Background: an optimization exercise with open tools, aiming at small area, a short achievable clock period and few clock cycles per item. Do not read the settings as production practice.
The RTL of this run was laid out without a check of its function.
Power and IR drop assume default switching activity.

File: flow/run.sh
#!/bin/bash
# synth_recipe.tcl (not shown) runs the flow's synth.tcl, then flattens the netlist and writes it again
# the make line also repeats each setting of config.mk as NAME=value (left out here)
make -C /OpenROAD-flow-scripts/flow DESIGN_CONFIG=/design/flow/config.mk WORK_HOME=/design/flow/orfs CLKGATE_MAP_FILE= SYNTH_SCRIPT=/design/flow/synth_recipe.tcl finish
File: flow/config.mk
export PLATFORM = sky130hd
export DESIGN_NAME = rs_mul
export DESIGN_NICKNAME = rs_mul
export VERILOG_FILES = /design/flow/design.v
export SDC_FILE = /design/flow/constraint.sdc
export NUM_CORES = 8
export LEC_CHECK = 0
export CAP_MARGIN = 40
export CORE_MARGIN = 2
export CORE_UTILIZATION = 40
export SLEW_MARGIN = 40
File: flow/design.v
module rs_mul
#(
    parameter int RS_COUNT = 2,
    parameter ROB_DEPTH = 32,
    parameter TAG_LEN = $clog2(ROB_DEPTH) - 1
)(
    input logic clk,
    input logic rst,branch_mispredicted,
    input logic [TAG_LEN:0] cdb_tag1,cdb_tag2, cdb_tag3,cdb_tag4,
    input logic [31:0] cdb_result1,cdb_result2,cdb_result3,cdb_result4,
    input logic update_add,update_rob,update_lsq,update_bp,
    input logic dis_valid,
    input logic [1:0] dis_rs_type,
    input logic [4:0] dis_aluop,
    input logic dis_rs1_rdy, dis_rs2_rdy,
    input logic [TAG_LEN:0] dis_Qj, dis_Qk, dis_rob_num,
    input logic [31:0] dis_rs1_data, dis_rs2_data,
    output logic mul_rdy,mul_full,
    output logic [TAG_LEN:0] rob_num_mul,
    output  logic [31:0] rs1m,rs2m,
    output logic [31:0] result_mul
);
localparam int NE = RS_COUNT;
localparam int IW = (NE > 1) ? $clog2(NE) : 1;
wire flush = rst | branch_mispredicted;
logic [NE-1:0] busy, r1, r2, iss;
logic [2:0]  opc [NE];       
logic [4:0]  q1 [NE], q2 [NE], rob [NE];
logic [31:0] v1 [NE], v2 [NE];
logic          out_valid;
logic [IW-1:0] out_idx;
logic [31:0]   out_res;
assign mul_rdy     = out_valid;
assign rob_num_mul = rob[out_idx];
assign result_mul  = out_res;
assign rs1m        = v1[out_idx];
assign rs2m        = v2[out_idx];
function automatic logic [32:0] snoop(input logic [4:0] t);
    logic m0, m1, m2, m3, m4;
    m0 = out_valid  & (t == rob_num_mul);
    m1 = update_rob & (t == cdb_tag1);
    m2 = update_add & (t == cdb_tag2);
    m3 = update_lsq & (t == cdb_tag3);
    m4 = update_bp  & (t == cdb_tag4);
    snoop[32]   = m0 | m1 | m2 | m3 | m4;
    snoop[31:0] = ({32{m0}} & out_res) | ({32{m1}} & cdb_result1) | ({32{m2}} & cdb_result2)
                | ({32{m3}} & cdb_result3) | ({32{m4}} & cdb_result4);
endfunction
logic [NE-1:0] freeing;
always_comb for (int i = 0; i < NE; i++) freeing[i] = out_valid & (out_idx == IW'(i));
logic [NE-1:0] avail;
assign avail = ~busy | freeing;
assign mul_full = ~|avail;
logic accept;
assign accept = dis_valid & (dis_rs_type == 2'b01) & ~mul_full;
logic [NE-1:0] alloc;
always_comb begin
    alloc = '0;
    for (int i = NE-1; i >= 0; i--) if (avail[i]) alloc = NE'(1) << i;
end
logic [32:0] dsn1, dsn2;
assign dsn1 = snoop(dis_Qj);
assign dsn2 = snoop(dis_Qk);
logic [2:0] dis_opc;
assign dis_opc = (dis_aluop[4] | dis_aluop[2]) ? {1'b1, dis_aluop[4], dis_aluop[0]}
                                               : {1'b0, dis_aluop[1:0]};
logic          e_busy;       
logic [IW-1:0] e_idx;
logic          e_div;        
logic          e_first;      
logic          e_load;       
logic [5:0]    e_cnt;        
logic          e_swap;       
logic          e_hi;         
logic          e_neg;        
logic          e_dsub;       
logic          e_dz;         
logic          e_neg_a;      
logic [34:0]   D;            
logic [63:0]   acc;
logic e_last;
assign e_last = e_busy & ~e_load & (e_cnt == 6'd0);
logic [NE-1:0] rdy;
always_comb for (int i = 0; i < NE; i++) rdy[i] = busy[i] & r1[i] & r2[i] & ~iss[i];
logic          can_issue;
logic [IW-1:0] sel;
always_comb begin
    sel = '0;
    for (int i = NE-1; i >= 0; i--) if (rdy[i]) sel = IW'(i);
end
assign can_issue = (|rdy) & (~e_busy | e_last);
logic [31:0] pa, pb;
logic [2:0]  popc;
assign pa = v1[sel];
assign pb = v2[sel];
assign popc = opc[sel];
logic [31:0] xa, xb;
assign xa = v1[e_idx];
assign xb = v2[e_idx];
function automatic logic [3:0] ndig(input logic [32:0] x);
    logic [3:0] n;
    logic [32:0] t;
    n = 4'd8;
    for (int k = 7; k >= 1; k--) begin
        t = $signed(x) >>> (4*k);
        if ((t == 33'd0) || (t == {33{1'b1}})) n = k[3:0];
    end
    ndig = n;
endfunction
logic p_sa, p_sb;        
assign p_sa = (popc[1:0] != 2'b11);
assign p_sb = ~popc[1];
logic [32:0] pX, pY;
assign pX = {p_sa & pa[31], pa};
assign pY = {p_sb & pb[31], pb};
logic [3:0] pnX, pnY;
assign pnX = ndig(pX);
assign pnY = ndig(pY);
logic p_swap;
assign p_swap = (pnX < pnY);
logic [3:0] p_mn;
assign p_mn = p_swap ? pnX : pnY;
function automatic logic [5:0] blen(input logic [31:0] x);
    logic [5:0] n;
    n = 6'd0;
    for (int k = 0; k < 32; k++) if (x[k]) n = k[5:0] + 6'd1;
    blen = n;
endfunction
logic p_dsg;             
assign p_dsg = ~popc[0];
logic p_an, p_bn;
assign p_an = p_dsg & pa[31];
assign p_bn = p_dsg & pb[31];
logic p_dz;
assign p_dz = (pb == 32'd0);
logic [5:0] p_bla, p_blb;
assign p_bla = blen(pa ^ {32{p_an}}) + {5'd0, p_an};    
assign p_blb = blen(pb ^ {32{p_bn}});                   
logic [6:0] p_sd;
assign p_sd = {1'b0, p_bla} - {1'b0, p_blb};
logic [5:0] p_s;
assign p_s = (p_sd[6] | p_dz) ? 6'd0 : p_sd[5:0];
logic [34:0] p_D;
assign p_D = {{3{p_bn}}, pb} << p_s;
logic [2:0] xopc;
assign xopc = opc[e_idx];
logic x_sa, x_sb;
assign x_sa = xopc[2] ? ~xopc[0] : (xopc[1:0] != 2'b11);
assign x_sb = ~xopc[1];
logic [32:0] X, Y;
assign X = {x_sa & xa[31], xa};
assign Y = {x_sb & xb[31], xb};
logic [32:0] mM, mP;
assign mM = (e_swap & ~e_div) ? Y : X;
assign mP = e_swap ? X : Y;
logic [35:0] mPx;
assign mPx = {{3{mP[32]}}, mP};
logic [4:0] fld;
assign fld = mPx[4*e_cnt[2:0] +: 5];
logic [4:0] dg;
assign dg = e_div ? 5'b11111 : (e_first ? fld : {1'b0, fld[3:0]});
logic signed [37:0] pp;
assign pp = $signed(mM) * $signed(dg);
logic [63:0] hbase, hnext;
assign hbase = (e_first | e_div) ? 64'd0 : {acc[59:0], 4'b0};
assign hnext = hbase + {{26{pp[37]}}, pp};
logic [31:0] dR, dQ;
assign dR = (e_first & ~e_neg_a) ? xa : acc[31:0];
assign dQ = e_first ? {32{e_dz}} : acc[63:32];
logic [34:0] trial;
assign trial = {3'b0, dR} + (e_dsub ? ~D : D) + {34'd0, e_dsub};
logic dbit;
assign dbit = ~trial[34];
logic [63:0] dnext;
assign dnext = {dQ[30:0], dbit, dbit ? trial[31:0] : dR};
logic          w_valid, w_hi, w_neg;
logic [IW-1:0] w_idx;
always_ff @(posedge clk) begin
    if (flush) begin
        busy <= '0;
        iss <= '0;
        e_busy <= 1'b0;
        w_valid <= 1'b0;
        out_valid <= 1'b0;
    end else begin
        for (int i = 0; i < NE; i++) begin
            logic [32:0] s1, s2;
            s1 = snoop(q1[i]);
            s2 = snoop(q2[i]);
            if (!r1[i] && s1[32]) begin v1[i] <= s1[31:0]; r1[i] <= 1'b1; end
            if (!r2[i] && s2[32]) begin v2[i] <= s2[31:0]; r2[i] <= 1'b1; end
            if (freeing[i]) begin busy[i] <= 1'b0; iss[i] <= 1'b0; end
        end
        for (int i = 0; i < NE; i++) begin
            if (accept && alloc[i]) begin
                busy[i] <= 1'b1;
                iss[i]  <= 1'b0;
                opc[i]  <= dis_opc;
                rob[i]  <= dis_rob_num;
                q1[i]   <= dis_Qj;
                q2[i]   <= dis_Qk;
                r1[i]   <= dis_rs1_rdy | dsn1[32];
                r2[i]   <= dis_rs2_rdy | dsn2[32];
                v1[i]   <= dis_rs1_rdy ? dis_rs1_data : dsn1[31:0];
                v2[i]   <= dis_rs2_rdy ? dis_rs2_data : dsn2[31:0];
            end
        end
        out_valid <= w_valid;
        out_idx   <= w_idx;
        if (w_valid) out_res <= ((w_hi ? acc[63:32] : acc[31:0]) ^ {32{w_neg}}) + {31'd0, w_neg};
        w_valid <= e_last;
        if (e_last) begin
            w_idx <= e_idx;
            w_hi  <= e_hi;
            w_neg <= e_neg;
        end
        if (e_busy) begin
            if (e_div) begin
                if (e_load) begin
                    acc <= hnext;
                    e_load <= 1'b0;
                end else begin
                    acc <= dnext;
                    D <= {D[34], D[34:1]};
                    e_first <= 1'b0;
                    e_cnt <= e_cnt - 6'd1;
                end
            end else begin
                acc <= hnext;
                e_first <= 1'b0;
                e_cnt <= e_cnt - 6'd1;
            end
            if (e_last) e_busy <= 1'b0;
        end
        if (can_issue) begin
            iss[sel] <= 1'b1;
            e_busy <= 1'b1;
            e_idx <= sel;
            e_div <= popc[2];
            e_first <= 1'b1;
            if (popc[2]) begin
                e_load  <= p_an;
                e_neg_a <= p_an;
                e_cnt   <= p_s;
                e_swap  <= 1'b0;
                e_hi    <= ~popc[1];
                e_neg   <= popc[1] ? p_an : ((p_an ^ p_bn) & ~p_dz);
                e_dsub  <= ~p_bn;
                e_dz    <= p_dz;
                D       <= p_D;
            end else begin
                e_load  <= 1'b0;
                e_neg_a <= 1'b0;
                e_cnt   <= {2'b0, p_mn - 4'd1};
                e_swap  <= p_swap;
                e_hi    <= (popc[1:0] != 2'b00);
                e_neg   <= 1'b0;
                e_dsub  <= 1'b0;
                e_dz    <= 1'b0;
            end
        end
    end
end
endmodule
File: flow/constraint.sdc
create_clock -name core_clock -period 10.0 [get_ports {clk}]
set_input_delay 2.0000 -clock core_clock [delete_from_list [all_inputs] [get_ports {clk}]]
set_output_delay 2.0000 -clock core_clock [all_outputs]
set_load 0.01 [all_outputs]
==> results.tsv <==
stage	metric	value	unit
power_and_ir_drop	sw power	1.361	mW
setup_path	Setup crit start kind	flop	
clocking	Num CTS Buffers	37	
placement	Setup Slack @ Placement	0.1592	ns
setup_path	origin of the critical flop-to-flop path	e_idx	
synth	Syn Area/Cell	8.341	µm²
finish	Core Util, Final	47.58	%
flow_run	maxcap violations	0	
global_route	vias in the first global route	43330	
synth	Seq/Total Area, Yosys	22.41	%
routing	residual DRC count	0	
global_route	GR peak layer	met2	
routing	router iterations before antenna repair	7	
placement	GPL Wtd Cong	1.041	
power_and_ir_drop	Clock Power Share	32.8	%
global_route	largest net degree at the start of global routing	86	
synth	top cell type's share of synthesized area	22.09	%
routing	Initial DRC Count	6387	
routing	routed length per instance	27.83	µm
global_route	grt ovf	0	
power_and_ir_drop	Max VDD drop	0.0001065	V
run_status	status	complete, no violations	
setup_path	CP required	10.33	ns
clocking	hold_buf cts	0	
setup_path	CP endpoint kind	flop	
finish	share of layout cells above drive strength 1	12.48	%
placement	hpwl dp	146900	µm
setup_path	Crit Path Class	flop to flop	
setup_path	Most common cell on crit path	buf_4	
synth	most numerous cell in the Yosys netlist	nand2_1	
min_path	Hold WC Path Type	flop to flop	
sta	Final Max Tran Viols	0	
setup_path	Reg2Reg Depth	39	
floorplanning	die area	111100	µm²
setup_path	WP data arrival	9.93	ns
sta	Setup-failing EPs final	0	
setup_path	R2R Setup Slk	0.39	ns
clocking	CTS H-tree depth	2	
synth	Synth cell types	101	
power_and_ir_drop	combinational share of power	30.7	%
sta	final-report hold violation count	0	
setup_path	Max stage delay on crit path	0.65	ns
min_path	hold_sp	e_hi	
floorplanning	initial core utilization	40.39	%
power_and_ir_drop	Sequential Power Share	36.5	%
sta	Final min period	9.609	ns
power_and_ir_drop	Lkg Pwr	19.78	nW
floorplanning	die width	333.3	µm
power_and_ir_drop	cell-internal power	2.828	mW
synth	Post-synth EDFFs	319	
routing	Antenna Violating Nets Remaining	0	
synth	Synth Cell Area	43360	µm²
synth	top cells by count, synth	506 x nand2_1, 364 x clkbuf_1, 358 x nor2_1	
synth	syn nets	5724	
finish	nets	6008	
synth	Synth Register Bits	326	
global_route	GR Util met3	7.710	%
synth	Warnings, synthesis	7	
power_and_ir_drop	pwr/cell area	82.01	nW/µm²
finish	Area growth syn-to-layout	17.79	%
synth	cell count after synthesis	5199	
sta	Rel. slew slack	39.32	%
global_route	first-pass GRT wire length	283600	µm
floorplanning	Vert. Die Dim	333.3	µm
clocking	clock latency (worst-skew pair)	0.60	ns
global_route	met1 usage	43.80	%
floorplanning	row count	120	
synth	Synth area leaders	edfxtp_1 22%, ha_1 5.1%, mux2i_1 4.9%	
sta	worst setup margin	0.3907	ns
clocking	clock transition at the registers of the reported paths	0.07	ns
synth	top cell type by total area after synthesis	edfxtp_1	
placement	I/O Buffers	345	
routing	via density per instance	6.581	
setup_path	CP Max Fanout	10	
global_route	GRT Overall Usage	33.43	%
setup_path	crit path capture	acc[62]	
clocking	clk sink count	326	
sta	clk_skew	0.03875	ns
routing	vias	45530	
routing	WL final	192600	µm
sta	highest clock rate	0.1041	GHz
setup_path	Setup crit start	e_idx	
synth	asr flop ratio synth	0	%
setup_path	Critical-path top delay cell	or4b_2	
synth	ys flop type	edfxtp_1	
floorplanning	Ports	347	
sta	worst slew pin tran	0.9037	ns
clocking	CTS Buffer Depth	3	
clocking	CTS tree	done	
clocking	Root Driver	clkbuf_16	
floorplanning	Placeable Area	107400	µm²
sta	crit share post-route	96.09	%
global_route	initial antenna violation count	13	
power_and_ir_drop	switch share	32.49	%
setup_path	Reg2Reg Capture Point	acc[62]	
global_route	met2 usage	50.83	%
## repair_timing
action                     4_1_cts  5_1_grt
buffers inserted                 0        2
setup endpoints to repair        0       16
gates resized for setup          0       20
## state kept, by name (all words and copies together) (netlist names), 2 cells and up
register and cells:
acc 64, v1 64, v2 64, D 35
out_res 32, q1 10, q2 10, rob 10
e_cnt 6, opc 6, busy 2, iss 2
r1 2, r2 2
## final cells by class
| class | instances | area, µm² |
|---|---|---|
| flip-flops and latches | 326 | 9719 |
| diodes | 5 | 12.51 |
| fillers | 10360 | 56280 |
| well taps | 1403 | 1755 |
| clock inverters | 27 | 216.5 |
| inverters | 262 | 985.9 |
| multi-input cells | 4152 | 31120 |
| clock buffers | 40 | 958.4 |
| repair buffers | 704 | 6307 |
## cells by family after synthesis
family	after synthesis	share of synthesized area [%]
buffers and inverters	721	6.527
AOI/OAI and AO/OA	1571	25.45
DFF	326	22.41
xor gates and xnor gates	364	7.384
adders and majority gates	281	9.926
and+or+nand+nor	1569	17.44
muxes	367	10.86
## stage by stage
step                total power [mW]  hold slack [ns]   TNS, ns  std cells  cell area, µm²
floorplan                      2.318           0.4003         0       5199           43370
global placement               2.789           0.4019         0       6842           49670
detailed placement             2.801           0.4054         0       6842           49710
CTS                            4.163           0.4244         0       6909           50890
global route                   4.349           0.4363  -0.03801       6915           51070
finish                         4.189           0.4258         0       6919           51080
## metal layers
metal / share of wire [%] / wire length, µm / up-vias
met5: 0.048 / 93 / -
met4: 6.6 / 12800 / 14
met3: 11 / 21640 / 631
met2: 43 / 82510 / 2999
met1: 39 / 75550 / 21890
li1: - / - / 20000
## worst min-delay path by stage
stage	depth (start not counted)	endpoint
after global routing	0	out_idx
after floorplan	0	out_idx
after detailed placement	0	w_neg
after CTS	0	w_hi
final	0	w_hi
after global placement	0	out_idx
## critical path, delay by kind of cell, from the launching register on
family,cells,cell delay [ns]
AO/OA/AOI/OAI,12,2.27
flip-flops,1,0.37
buffers and inverters,8,1.22
multiplexers,3,1.50
AND/OR/NAND/NOR,11,1.96
adder cells (fa/ha/maj),5,2.00
## placed cells by master, fill, tap and decap left out, types with 206 or more instances in the layout
cell and n:
a22oi_1 267, o21ai_0 212, mux2i_1 206, buf_4 341
nor2_1 354, a21oi_1 296, nand2_1 505, edfxtp_1 319
inv_1 259, clkdlybuf4s50_1 343
## power groups by stage
stage / logic, mW / registers, mW / clock network, mW
2_1_floorplan: 0.763 / 1.56 / 0
3_3_place_gp: 1.23 / 1.56 / 0
3_5_place_dp: 1.24 / 1.56 / 0
4_1_cts: 1.25 / 1.53 / 1.38
5_1_grt: 1.40 / 1.53 / 1.42
6_report: 1.28 / 1.53 / 1.37

-- static timing again, ports no longer ideal --
Ports are ideal in the flow. The routed layout listed here was re-timed in OpenROAD. Step 1: set_driving_cell puts a clkbuf_16 on clk and a buf_2 on each other input, an assumption about the parent block. Step 2 times the ports against the registers' clock, not the clock port: input delays grow and output delays shrink by t, the midpoint of the rising clock arrivals with the driver on. Slacks: ideal / step 1 / step 2; pairs: ideal / step 1.
shift t [ns]: 0.651
slack for setup (ns): 0.391 / 0.391 / 0.391
worst setup path after step 2: register to register
clock arrival spread, ns: 0.039 / 0.039
After both steps setup and hold are still met in this run. For this run, drivers alone change the setup slack by 0.000 ns; drivers and shift together by 0.000 ns.
